Source: an optimization exercise on an open RTL-to-GDS flow (aim: small area). Production flows keep margins and buffers that such runs may drop. Where RTL was checked, it was by simulation tests only, not by an equivalence proof against the original. Power and IR drop assume default switching activity.

== exp/amber ==
// data_loader
module data_loader(
    input wire CLK,
    input wire [7:0] data,
    input wire [1:0] ctrl_logic,
    output reg [255:0] res_mat
);
    wire [7:0] data_out;
    DflopX4 data_flop(CLK, data, data_out);
    reg n4, n3;
    wire n2 = ~n4 & ~n3;
    reg [1:0] row, col;
    reg       phb;
    reg       done;
    wire cmd_data  = (ctrl_logic == 2'd0);
    wire cmd_head  = (ctrl_logic == 2'd1);
    wire cmd_clear = (ctrl_logic == 2'd2);
    wire [1:0] nm1 = n4 ? 2'd3 : (n3 ? 2'd2 : 2'd1);
    wire col_last = (col == nm1);
    wire row_last = (row == nm1);
    always @(posedge CLK) begin
        if (cmd_head) begin
            n4 <= data_out[2];
            n3 <= data_out[1] & data_out[0];
        end
    end
    always @(posedge CLK) begin
        done <= cmd_data & phb & col_last & row_last;
        if (cmd_clear) begin
            row <= 2'd0;
            col <= 2'd0;
            phb <= 1'b0;
        end else if (cmd_data) begin
            if (col_last) begin
                col <= 2'd0;
                if (row_last) begin
                    row <= 2'd0;
                    phb <= 1'b1;
                end else begin
  ...
export LEC_CHECK = 0
export CAP_MARGIN = 20
export CORE_MARGIN = 2
export CORE_UTILIZATION = 75
export SLEW_MARGIN = 20
export SYNTH_HIERARCHICAL = 1
create_clock -name core_clock -period 10.0 [get_ports {CLK}]
standard.sh (not shown) runs the stock make flow with config.mk's settings and CLKGATE_MAP_FILE= SYNTH_SCRIPT=/design/flow/synth_recipe.tcl, a recipe that flattens the netlist after the stock synthesis.
==> flow/flow/run.sh <==
#!/bin/bash
# The standard layout, with three changes to how it is made:
#  - before floorplanning, combinational cells go to drive strength 1
#    (flow/downsize.tcl); the resizer upsizes where needed;
#  - ports are buffered with buf_1 rather than the resizer's default buffer;
#  - clock tree synthesis inserts no dummy loads and builds from clkbuf_4,
#    with clusters of at most 8 sinks within 60 um.
set -euo pipefail
bash standard.sh \
  "PRE_FLOORPLAN_TCL=$PWD/flow/downsize.tcl" \
  "BUFFER_PORTS_ARGS=-buffer_cell sky130_fd_sc_hd__buf_1" \
  "CTS_ARGS=-sink_clustering_enable -repair_clock_nets -dont_use_dummy_load -buf_list sky130_fd_sc_hd__clkbuf_4 -sink_clustering_size 8 -sink_clustering_max_diameter 60" \
  finish > make.log 2>&1
==> flow/flow/downsize.tcl <==
# Before floorplanning: give every combinational cell that synthesis mapped
# at a drive strength above 1 its drive-strength-1 version. Flip-flops and
# buffers are left alone; the resizer upsizes again wherever slew, capacitance
# or timing need it.
set db [ord::get_db]
set n 0
foreach inst [[ord::get_db_block] getInsts] {
  set name [[$inst getMaster] getName]
  if {![regexp {^(sky130_fd_sc_hd__([a-z0-9]+))_([0-9]+)$} $name -> base fn size]} { continue }
  if {$size <= 1} { continue }
  if {[string match "df*" $fn] || [string match "edf*" $fn] || [string match "*buf*" $fn] || [string match "*dly*" $fn]} { continue }
  set new [$db findMaster ${base}_1]
  if {$new == "NULL"} { continue }
  if {[$inst swapMaster $new]} { incr n }
}
puts "downsize.tcl: $n cells set to drive strength 1"
Both conditions hold for exp/amber: the flow ran to the end and the final layout passed the timing, design-rule and antenna checks.
diff inputs: exp/amber => exp/lagoon
- CORE_UTILIZATION: 75 -> 40
Results
exp/lagoon — clock skew 5.6 ps higher, exp/amber as reference. Die span in x grows by more than a quarter when moving from exp/amber to exp/lagoon. Diff exp/amber..exp/lagoon | non-clock buffering overhead in the final layout | negligible. Top layer used by detailed routing = met5: exp/lagoon; top layer used by detailed routing = met4: exp/amber.
--- input diff exp/lagoon..exp/cedar ---
==> flow/flow/run.sh <==
#!/bin/bash
# The standard layout, with two changes to how it is made:
#  - ports are buffered with buf_1 rather than the resizer's default buffer;
#  - clock tree synthesis inserts no dummy loads and builds from clkbuf_4,
#    with clusters of at most 8 sinks within 60 um.
set -euo pipefail
bash standard.sh \
  "BUFFER_PORTS_ARGS=-buffer_cell sky130_fd_sc_hd__buf_1" \
  "CTS_ARGS=-sink_clustering_enable -repair_clock_nets -dont_use_dummy_load -buf_list sky130_fd_sc_hd__clkbuf_4 -sink_clustering_size 8 -sink_clustering_max_diameter 60" \
  finish > make.log 2>&1
removed: flow/flow/downsize.tcl
### Flow results
Looking at the reports, exp/cedar completed the entire flow and the layout it produced met the timing, design-rule and antenna checks.
Clock group total power across exp/lagoon and exp/cedar: no real change.
Diff exp/lagoon..exp/cedar | share of total power in sequential cells | negligible
Global-route track usage on met3 ended up 1.1 points lower on exp/cedar than on exp/lagoon.
Changes observed in exp/cedar relative to exp/lagoon: worst slew margin relative to its limit increased by 3.9 points relative to the old numbers; final design instance area without fill increased by 0.83% relative to the old numbers; sequential portion of the cell area decreased by 0.36 points relative to the old numbers.
exp/cedar ends up with a critical path data arrival time that is 90 ps lower than in exp/lagoon.
Top fanout value on the critical path is lower on exp/lagoon
exp/cedar vs exp/lagoon: half-perimeter wire length after detailed placement up
exp/lagoon leaves less setup margin than exp/cedar.
exp/cedar and exp/lagoon ended up with roughly the same clock transition at the registers of the reported paths.
A slowest stage cell on the critical path of sky130_fd_sc_hd__edfxtp_1 is what exp/cedar shows, while sky130_fd_sc_hd__inv_1 belongs to exp/lagoon.
The inputs of exp/ember differ from those of exp/cedar as listed below.
- CORE_UTILIZATION changed from 40 to 65
==> flow/flow/run.sh <==
#!/bin/bash
# The standard layout, with three changes to how it is made:
#  - before floorplanning, combinational cells go to drive strength 1
#    (flow/downsize.tcl); the resizer upsizes where needed;
#  - ports are buffered with buf_1 rather than the resizer's default buffer;
#  - clock tree synthesis inserts no dummy loads and builds from clkbuf_4,
#    with clusters of at most 8 sinks within 60 um.
set -euo pipefail
bash standard.sh \
  "PRE_FLOORPLAN_TCL=$PWD/flow/downsize.tcl" \
  "BUFFER_PORTS_ARGS=-buffer_cell sky130_fd_sc_hd__buf_1" \
  "CTS_ARGS=-sink_clustering_enable -repair_clock_nets -dont_use_dummy_load -buf_list sky130_fd_sc_hd__clkbuf_4 -sink_clustering_size 8 -sink_clustering_max_diameter 60" \
  finish > make.log 2>&1
==> flow/flow/downsize.tcl (new file) <==
# Before floorplanning: give every combinational cell that synthesis mapped
# at a drive strength above 1 its drive-strength-1 version. Flip-flops and
# buffers are left alone; the resizer upsizes again wherever slew, capacitance
# or timing need it.
set db [ord::get_db]
set n 0
foreach inst [[ord::get_db_block] getInsts] {
  set name [[$inst getMaster] getName]
  if {![regexp {^(sky130_fd_sc_hd__([a-z0-9]+))_([0-9]+)$} $name -> base fn size]} { continue }
  if {$size <= 1} { continue }
  if {[string match "df*" $fn] || [string match "edf*" $fn] || [string match "*buf*" $fn] || [string match "*dly*" $fn]} { continue }
  set new [$db findMaster ${base}_1]
  if {$new == "NULL"} { continue }
  if {[$inst swapMaster $new]} { incr n }
}
puts "downsize.tcl: $n cells set to drive strength 1"
[summary]
[exp/ember] global-route wire length before repair fell about 9% relative to exp/cedar. Clock tree cell share of total cell area across exp/ember and exp/cedar: no real change. When the final numbers for exp/ember and exp/cedar were put side by side, the slack of the worst reg-to-reg path turned out to be greater in exp/cedar. Utilization in exp/ember is 27 points higher than in exp/cedar. NOTE: period utilization in exp/ember exceeds that of exp/cedar. Sequential share of layout area (higher): exp/ember.
## Diff of input files: exp/sierra against exp/ember
- swapping 65 for 40 in CORE_UTILIZATION
==> flow/flow/run.sh <==
#!/bin/bash
# The standard layout, with three changes to how it is made:
#  - before floorplanning, combinational cells go to drive strength 1
#    (flow/downsize.tcl); the resizer upsizes where needed;
#  - ports are buffered with buf_1 rather than the resizer's default buffer;
#  - clock tree synthesis inserts no dummy loads and builds from clkbuf_4,
#    with clusters of at most 8 sinks within 40 um.
set -euo pipefail
bash standard.sh \
  "PRE_FLOORPLAN_TCL=$PWD/flow/downsize.tcl" \
  "BUFFER_PORTS_ARGS=-buffer_cell sky130_fd_sc_hd__buf_1" \
  "CTS_ARGS=-sink_clustering_enable -repair_clock_nets -dont_use_dummy_load -buf_list sky130_fd_sc_hd__clkbuf_4 -sink_clustering_size 8 -sink_clustering_max_diameter 40" \
  finish > make.log 2>&1
[summary]
exp/sierra did not stop at any stage, and its layout met the timing, design-rule and antenna checks.
The lower fraction of final layout cells sized beyond drive strength 1 of exp/ember and exp/sierra is in exp/ember.
exp/sierra gives more finished layout cell area than exp/ember did.
Compared exp/ember against exp/sierra; flip-flop and latch count within noise.
Re final period utilization: exp/sierra is 0.55 points down on exp/ember.
Of exp/ember and exp/sierra, exp/ember shows the higher met1 demand-to-capacity share in global routing, with exp/sierra below it.
Run comparison: exp/sierra origin of the worst setup path n4$_DFFE_PN_; exp/ember origin of the worst setup path n3$_DFFE_PN_
Of exp/ember and exp/sierra, exp/sierra shows the higher routed length on met1, with exp/ember below it.
Comparing exp/sierra with exp/ember, the sequential power came out essentially unchanged.
Between exp/sierra and exp/ember, the combinational power figures differ only marginally.
exp/sierra vs exp/ember, delay of the slowest cell on the worst path went down by 110 ps.

---

## v6
Another version of the RTL of data_loader (not shown whole).
Size in the first run: about 2,300 cells after synthesis, ~270 I/O pins, ~33,000 sq um of cells after synthesis.
clock: 10.0 ns
lec_check: 0
cap_margin: 20
core_margin: 2
core_utilization: 40
slew_margin: 20
run.sh (not shown) runs the stock make flow with config.mk's settings and CLKGATE_MAP_FILE= SYNTH_SCRIPT=/design/flow/synth_recipe.tcl, a recipe that flattens the netlist after the stock synthesis.
Stock flow here: none of the scripts above is used.
Input-level comparison between v7 and v6:
Settings: ABC_AREA newly set to 1.
[summary]
Every stage of the flow completed for v7, and the final layout passed the timing, design-rule and antenna checks.
Of v7 and v6, it is v7 that has the higher final routed wirelength across all metal layers.
Taking v6 as the reference point, the global router's overall resource usage of v7 rises by 1.0 points.
Average vias per placed instance: v6 vs v7 — no meaningful difference
The amount of wire on met3 after detailed routing number comes out higher for v7 vs v6.
Re final hold violation count: no difference whatsoever between v7 and v6.

---

Another version of the RTL of data_loader (not shown whole).
For scale: ~270 I/O pins.
==> flow/config.mk <==
export PLATFORM = sky130hd
export DESIGN_NAME = data_loader
export DESIGN_NICKNAME = data_loader
export VERILOG_FILES = /design/flow/design.v
export SDC_FILE = /design/flow/constraint.sdc
export NUM_CORES = 4
export LEC_CHECK = 0
export CAP_MARGIN = 20
export CORE_MARGIN = 2
export CORE_UTILIZATION = 40
export SLEW_MARGIN = 20
export SYNTH_HIERARCHICAL = 1
==> flow/constraint.sdc <==
create_clock -name core_clock -period 10.0 [get_ports {CLK}]
set_input_delay 2.0000 -clock core_clock [delete_from_list [all_inputs] [get_ports {CLK}]]
set_output_delay 2.0000 -clock core_clock [all_outputs]
set_load 0.01 [all_outputs]
standard.sh (not shown) runs the stock make flow with config.mk's settings and CLKGATE_MAP_FILE= SYNTH_SCRIPT=/design/flow/synth_recipe.tcl, a recipe that flattens the netlist after the stock synthesis.
==> flow/flow/run.sh <==
#!/bin/bash
# The standard layout, with two changes to how it is made:
#  - ports are buffered with buf_1 rather than the resizer's default buffer;
#  - clock tree synthesis inserts no dummy loads and builds from clkbuf_4;
set -euo pipefail
bash standard.sh \
  "BUFFER_PORTS_ARGS=-buffer_cell sky130_fd_sc_hd__buf_1" \
  "CTS_ARGS=-sink_clustering_enable -repair_clock_nets -dont_use_dummy_load -buf_list sky130_fd_sc_hd__clkbuf_4" \
  finish > make.log 2>&1
The baseline completed with no timing, DRC or antenna violations.
Edit:
==> flow/flow/run.sh (replaced) <==
#!/bin/bash
# The standard layout, with two changes to how it is made:
#  - ports are buffered with buf_1 rather than the resizer's default buffer;
#  - clock tree synthesis inserts no dummy loads and builds from clkbuf_4,
#    with clusters of at most 8 sinks within 60 um.
set -euo pipefail
bash standard.sh \
  "BUFFER_PORTS_ARGS=-buffer_cell sky130_fd_sc_hd__buf_1" \
  "CTS_ARGS=-sink_clustering_enable -repair_clock_nets -dont_use_dummy_load -buf_list sky130_fd_sc_hd__clkbuf_4 -sink_clustering_size 8 -sink_clustering_max_diameter 60" \
  finish > make.log 2>&1
- CORE_UTILIZATION: 40 -> 55
=> Design area shrinks by 2.8%. Count of clock-buffer cells in the layout fell by 76. Synthesized cell count is unchanged. Hold slack improved by 34 ps. Clock skew is lower by 19 ps. Cell count came out lower by 9.1%. Routed wire length went down by 1.9%. Worst setup slack degrades by 140 ps.
Edit:
- CORE_UTILIZATION: 55 -> 40
=> Routed wire length is higher by 1.7%; total power goes up by 1.2%; global-route usage went down by 8.0 points; sequential power stays flat; via count is higher by 0.35%.
No run of this note included a check of the RTL's function; only the layout flow was run.

## re-timing with driven ports
In the flow no input, the clock included, has a driving cell. The finished layouts below were timed again as built, in two steps.
Step 1 assumes that a clkbuf_16 drives the clock port and a buf_2 every other input.
Step 2 also shifts input and output timing later by t, the mid clock arrival at the registers, as if the neighbouring blocks saw the same clock.
Slacks: ideal ports / drivers / drivers and shift; pairs: ideal ports / drivers.
run	t, ns	setup WS [ns]	hold WS [ns]	cell pins on the clock port's net
exp/amber	0.839	0.680 / 0.680 / 0.680	0.439 / 0.439 / 0.439	1
exp/lagoon	0.898	0.867 / 0.867 / 0.867	0.413 / 0.413 / 0.413	1
exp/cedar	0.885	0.967 / 0.967 / 0.967	0.421 / 0.421 / 0.421	1
exp/ember	0.881	0.848 / 0.848 / 0.848	0.458 / 0.458 / 0.458	1
exp/sierra	0.923	0.903 / 0.903 / 0.903	0.422 / 0.422 / 0.422	1
v6	0.679	3.745 / 3.745 / 3.745	0.407 / 0.407 / 0.407	1
v7	0.664	3.312 / 3.312 / 3.312	0.413 / 0.413 / 0.413	1
the first run of note 3	0.998	1.060 / 1.060 / 1.060	0.420 / 0.420 / 0.420	1
the second run of note 3	0.864	0.925 / 0.925 / 0.925	0.455 / 0.455 / 0.455	1
the third run of note 3	0.909	1.041 / 1.041 / 1.041	0.395 / 0.395 / 0.395	1
After both steps every run listed still meets setup and hold.
